This design comes from an exercise in tuning for small area on the open sky130 flow, not from production work. Function was checked by simulation only, so behaviour that the tests miss may differ from the original. Power and IR drop assume default switching activity.

== run A ==
Design timer_top, start of the top module:
module timer_top (
	input  wire sys_clk,
	input  wire sys_rst_n,
	input  wire tim_psel,
	input  wire tim_penable,
	input  wire tim_pwrite,
	input  wire [11:0] tim_paddr,
	input  wire [31:0] tim_pwdata,
	input  wire [3:0]  tim_pstrb,
	output wire [31:0] tim_prdata,
	output wire tim_pslverr,
	output wire tim_pready,
	output wire tim_int,
	input  wire dbg_mode
);
Size: roughly 1800 cells after synthesis, ~14000 sq um of cells after synthesis.
clock: 6.5 ns
lec_check: 0
cap_margin: 20
core_margin: 2
core_utilization: 40
place_density: 0.6
slew_margin: 20
run.sh (not shown) runs the stock make flow with config.mk's settings and CLKGATE_MAP_FILE= SYNTH_SCRIPT=/design/flow/synth_recipe.tcl, a recipe that flattens the netlist after the stock synthesis.
Run A finished every step from synthesis to the final layout, and the layout passed the timing, design-rule and antenna checks.
## Diff of input files: run B against run A
- ABC_AREA now 1, previously not set
### Flow results
Every run (run A and run B) finished clean.
Number of stages on the worst setup path up 3 in run B wrt run A
Critical-path maximum fanout in run B vs run A: down 11
Cmp run B vs run A: post-layout total power higher in run B
Run B reports a higher fmax than run A does.
A startpoint of the worst setup timing path of tim_paddr[10] is what run B shows, while tim_paddr[2] belongs to run A.
In the flow results for run A and run B, the total of clock buffers placed in the layout is larger on run A.


== v9 ==
timer_top, a different RTL version from the one above (not shown whole).
Size in the first run: about 900 cells after synthesis, ~89 I/O pins, ~8500 sq um of cells after synthesis.
clock: 6.5 ns
lec_check: 0
cap_margin: 20
core_margin: 2
core_utilization: 40
place_density: 0.6
slew_margin: 20
standard.sh (not shown) runs the stock make flow with config.mk's settings and CLKGATE_MAP_FILE= SYNTH_SCRIPT=/design/flow/synth_recipe.tcl, a recipe that flattens the netlist after the stock synthesis.
==> flow/flow/run.sh <==
#!/bin/bash
# Standard ORFS layout (standard.sh) with these changes:
#  - synthesis maps with flow/abc_map.script, an area-oriented ABC script, in place
#    of ORFS's speed script (same synthesis script otherwise, same registers)
#  - the port buffers that global placement inserts are buf_1 cells
#  - CTS inserts no dummy loads and uses the buffers named in CTS_BUFS
set -euo pipefail
W=$PWD
CTS_BUFS="-buf_list \"sky130_fd_sc_hd__clkbuf_2 sky130_fd_sc_hd__clkbuf_4 sky130_fd_sc_hd__clkbuf_8\""
rm -rf "$W/scripts"
cp -r "$FLOW_HOME/scripts" "$W/scripts"
cp "$W/flow/abc_map.script" "$W/scripts/abc_speed.script"
bash standard.sh SCRIPTS_DIR="$W/scripts" synth > synth.log 2>&1
export BUFFER_PORTS_ARGS="-buffer_cell sky130_fd_sc_hd__buf_1"
export CTS_ARGS="-sink_clustering_enable -repair_clock_nets -dont_use_dummy_load $CTS_BUFS"
bash standard.sh finish > layout.log 2>&1
==> flow/flow/abc_map.script <==
&get -n
&st
&dc2
&syn2
&dc2
&dch -f
&nf -R 1000 -p
&put
topo
stime -c
Relative to v9, the following input files were edited for v57:
diff --git a/flow/flow/run.sh b/flow/flow/run.sh
--- a/flow/flow/run.sh
+++ b/flow/flow/run.sh
@@ -8,3 +8,3 @@
 W=$PWD
-CTS_BUFS="-buf_list \"sky130_fd_sc_hd__clkbuf_2 sky130_fd_sc_hd__clkbuf_4 sky130_fd_sc_hd__clkbuf_8\""
+CTS_BUFS="-buf_list sky130_fd_sc_hd__clkbuf_16 -sink_clustering_size 30 -sink_clustering_max_diameter 120"
 rm -rf "$W/scripts"
v57 ended up with a higher shortest clock period the worst path allows after layout than v9 did. Relative to v9, part of the power in combinational logic has decreased by 1.0 points in v57. v57 has required time of the worst setup path below what v9 had. Looking at v9 and v57, the non-clock buffering overhead in the final layout is a wash. Going from v9 to v57, final critical-path setup slack dropped 0.045 ns; clock transition time at the flip-flop clock pins of the worst setup and hold paths barely changed; total power up 0.25 mW; worst hold margin went down by 0.0037 ns; total via count in the routed design now sits at about the same level. Between v9 and v57, final area increased.
Input-level comparison between v41 and v57:
diff --git a/flow/flow/run.sh b/flow/flow/run.sh
--- a/flow/flow/run.sh
+++ b/flow/flow/run.sh
@@ -8,3 +8,3 @@
 W=$PWD
-CTS_BUFS="-buf_list sky130_fd_sc_hd__clkbuf_16 -sink_clustering_size 30 -sink_clustering_max_diameter 120"
+CTS_BUFS="-buf_list sky130_fd_sc_hd__clkbuf_8"
 rm -rf "$W/scripts"
==> flow/flow/abc_map.script <==
&get -n
&st
&syn2
&dch -f
&nf -R 1000 -p
&put
topo
stime -c
Results
All of v41 and v57 finish clean.
Lower sequential share of layout area among v41 and v57: v41
Diff v57 -> v41: hold slack now smaller; total power now smaller; overall fraction of global-route tracks in use fell by 3.0 points; part of the power in the clock network lost 6.1 points; total length of routed met3 wires now sits lower.
Worst path buffer plus inverter count: v41 vs v57 up 1
Setup changes, v41 to v19
diff --git a/flow/flow/run.sh b/flow/flow/run.sh
--- a/flow/flow/run.sh
+++ b/flow/flow/run.sh
@@ -8,3 +8,3 @@
 W=$PWD
-CTS_BUFS="-buf_list sky130_fd_sc_hd__clkbuf_8"
+CTS_BUFS="-buf_list sky130_fd_sc_hd__clkbuf_16 -sink_buffer_max_cap_derate 0.1"
 rm -rf "$W/scripts"
==> flow/flow/abc_map.script <==
&get -n
&st
&dc2
&syn2
&dc2
&dch -f
&nf -R 1000 -p
&put
topo
stime -c
Results
- Each of the runs, namely v19 and v41, reached the end of the flow and came out clean.
- Changes observed in v19 relative to v41: detailed route wirelength on metal2 up 10%; count of non-CTS inverters in the layout moved up; all-layer global routing usage +3.0 points.
- v19: number of vias after detailed routing about 1.1% above v41
- Relative to v41, count of buffers not belonging to the clock network in the layout has decreased by 1 in v19.
- Clock share of power: lower on v41
- Sort v19 and v41 by instance count of the mapped netlist, ascending, and v19 comes first.
Modified inputs, v20 compared to v19
diff --git a/flow/flow/run.sh b/flow/flow/run.sh
--- a/flow/flow/run.sh
+++ b/flow/flow/run.sh
@@ -8,3 +8,3 @@
 W=$PWD
-CTS_BUFS="-buf_list sky130_fd_sc_hd__clkbuf_16 -sink_buffer_max_cap_derate 0.1"
+CTS_BUFS="-buf_list sky130_fd_sc_hd__clkbuf_8 -sink_clustering_size 25 -sink_clustering_max_diameter 100"
 rm -rf "$W/scripts"
Notes after the runs:
On relative contribution of sequential cells to total power: between v19 and v20, it ends up lower for v19.
Comparing the two runs side by side, v20 comes out ahead of v19 on power dissipated by switching net loads.
Diff v19 and v20: worst reg-to-reg setup slack higher in v20
In v20 the required time reported for the critical path endpoint turned out 0.02 ns higher than in v19.
Worst slew margin relative to its limit: v20 vs v19 down 0.63 points
Between v19 and v20, the detailed-route wire length does not differ in any meaningful way.
Summary of v20 over v19: number of inserted filler cells in the final layout up 15; combinational group share of total power up 1.0 points.
Taking v19 over v20, the number of DRC markers in iteration 0 ratio works out to 1.12.


== the baseline ==
Another version of the RTL of timer_top (not shown whole).
Size in the first run: about 150 flip-flops, about 9500 µm² of cells after synthesis.
Settings: LEC_CHECK=0, CAP_MARGIN=20, CORE_MARGIN=2, CORE_UTILIZATION=65, PLACE_DENSITY=0.75, SLEW_MARGIN=20; clock period 6.5 ns.
run.sh (not shown) runs the stock make flow with config.mk's settings and CLKGATE_MAP_FILE= SYNTH_SCRIPT=/design/flow/synth_recipe.tcl, a recipe that flattens the netlist after the stock synthesis.
Stock flow here: none of the scripts above is used.
Input-level comparison between the candidate and the baseline:
Settings: PLACE_DENSITY changed from 0.75 to 0.6; CORE_UTILIZATION changed from 65 to 40.
- Capture point of the worst path = tim_prdata[0]: the baseline; capture point of the worst path = tim_prdata[1]: the candidate
- Between the baseline and the candidate, the difference in clock-pin slew on the worst setup and hold paths is negligible.
- From the baseline to the candidate the numbers moved as follows: sequential share of layout area lower, maximum frequency from static timing analysis roughly the same, total power lower, proportion of power drawn by combinational gates higher, clock power lower.


Setup of job 4281:
Another version of the RTL of timer_top (not shown whole).
Size in the first run: roughly 150 flip-flops, ~89 I/O pins, roughly 8500 um2 of cells after synthesis.
clock: 6.5 ns
lec_check: 0
cap_margin: 20
core_margin: 2
core_utilization: 60
place_density: 0.7
slew_margin: 20
standard.sh (not shown) runs the stock make flow with config.mk's settings and CLKGATE_MAP_FILE= SYNTH_SCRIPT=/design/flow/synth_recipe.tcl, a recipe that flattens the netlist after the stock synthesis.
==> flow/flow/run.sh <==
#!/bin/bash
# Standard ORFS layout (standard.sh) with these changes:
#  - synthesis maps with flow/abc_map.script, an area-oriented ABC script, in place
#    of ORFS's speed script (same synthesis script otherwise, same registers)
#  - the port buffers that global placement inserts are buf_1 cells
#  - CTS inserts no dummy loads and uses the buffers named in CTS_BUFS
set -euo pipefail
W=$PWD
CTS_BUFS="-buf_list sky130_fd_sc_hd__clkbuf_8"
rm -rf "$W/scripts"
cp -r "$FLOW_HOME/scripts" "$W/scripts"
cp "$W/flow/abc_map.script" "$W/scripts/abc_speed.script"
bash standard.sh SCRIPTS_DIR="$W/scripts" synth > synth.log 2>&1
export BUFFER_PORTS_ARGS="-buffer_cell sky130_fd_sc_hd__buf_1"
export CTS_ARGS="-sink_clustering_enable -repair_clock_nets -dont_use_dummy_load $CTS_BUFS"
bash standard.sh finish > layout.log 2>&1
==> flow/flow/abc_map.script <==
&get -n
&st
&dc2
&syn2
&dc2
&dch -f
&nf -R 1000 -p
&put
topo
stime -c
## Diff of input files: job 6444 against job 4281
Settings: swapping 60 for 40 in CORE_UTILIZATION; swapping 0.7 for 0.6 in PLACE_DENSITY.
==> flow/flow/abc_map.script <==
&get -n
&st
&dc2
&syn2
&dc2
&dch -f
&nf -R 1000 -p
&put
buffer -c
topo
stime -c
upsize -c
dnsize -c
## What came out
- The first element of the critical path comes out r[6]$_DFF_PN0_ in one run and r[5]$_DFF_PN0_ in the other, namely in job 6444 and job 4281 respectively.
- Between job 4281 and job 6444, the flow reports placed cell count increasing by a little under 10%.
- Weighted congestion reported at the end of routability-driven placement: job 6444 vs job 4281 down 4.2%
- Detailed route wirelength on metal3 went down by more than 10% going from job 4281 to job 6444.
- Total number of nets in the final design: job 4281 vs job 6444 — no meaningful difference
- Job 4281 → job 6444: sum of negative setup slack flat, worst hold slack +19 ps, power rose about 1.4%, slack of the critical path increased by 200 ps relative to the old numbers, final cell count up about 9%.
- Summary of job 6444 over job 4281: flip-flop and latch count shows no meaningful change, shortest period the worst path allows lower.
Modified inputs, job 1655 compared to job 6444
==> flow/flow/abc_map.script <==
&get -n
&st
&dc2
&syn2
&dc2
&dch -f
&nf -R 1000 -p
&put
topo
stime -c
- Comparing job 1655 with job 6444, the final area came out essentially unchanged.
- Worst setup slack after layout: job 1655 vs job 6444 down 25 ps
- Worst hold slack: job 1655 vs job 6444 down 5.4 ps
- Reported for job 6444 and job 1655, area used by sequential logic in the layout turned out identical to the last digit.

[separate check: timing with driven ports]
How much do the figures lean on ideal ports? The routed layouts below were timed once more, with nothing changed but the port constraints. Step 1 (the two cells are an assumption about what drives the block):
set clk [get_ports {sys_clk}]
set_driving_cell -lib_cell sky130_fd_sc_hd__clkbuf_16 $clk
set_driving_cell -lib_cell sky130_fd_sc_hd__buf_2 [delete_from_list [all_inputs] $clk]
Step 2 times the ports against the registers' clock, not the clock port: input delays grow and output delays shrink by t, the midpoint of the rising clock arrivals with the driver on. a / b / c = ideal / step 1 / step 2; a / b = the first two.
run	t, ns	setup slack, ns	hold slack, ns	pins driven straight from the clock port
run A	0.502	0.969 / 0.943 / 0.943	0.564 / 0.564 / 0.564	1
run B	0.510	1.169 / 1.149 / 1.149	0.506 / 0.506 / 0.506	1
v9	0.499	0.643 / 0.643 / 0.643	0.524 / 0.524 / 0.524	1
v57	0.468	0.597 / 0.597 / 0.597	0.521 / 0.521 / 0.521	1
v41	0.492	0.435 / 0.435 / 0.435	0.515 / 0.515 / 0.515	1
v19	0.468	0.597 / 0.597 / 0.597	0.521 / 0.521 / 0.521	1
v20	0.499	0.643 / 0.643 / 0.643	0.524 / 0.524 / 0.524	1
the baseline	0.474	1.059 / 1.036 / 1.036	0.497 / 0.497 / 0.497	1
the candidate	0.480	1.075 / 1.053 / 1.053	0.493 / 0.493 / 0.493	1
job 4281	0.495	0.230 / 0.230 / 0.230	0.518 / 0.518 / 0.518	1
job 6444	0.518	0.429 / 0.429 / 0.429	0.537 / 0.537 / 0.537	1
job 1655	0.507	0.403 / 0.403 / 0.403	0.532 / 0.532 / 0.532	1
After both steps every run listed still meets setup and hold. The setup slack of run A, which loses most, moves by -0.026 ns with the drivers and by -0.026 ns with both steps.
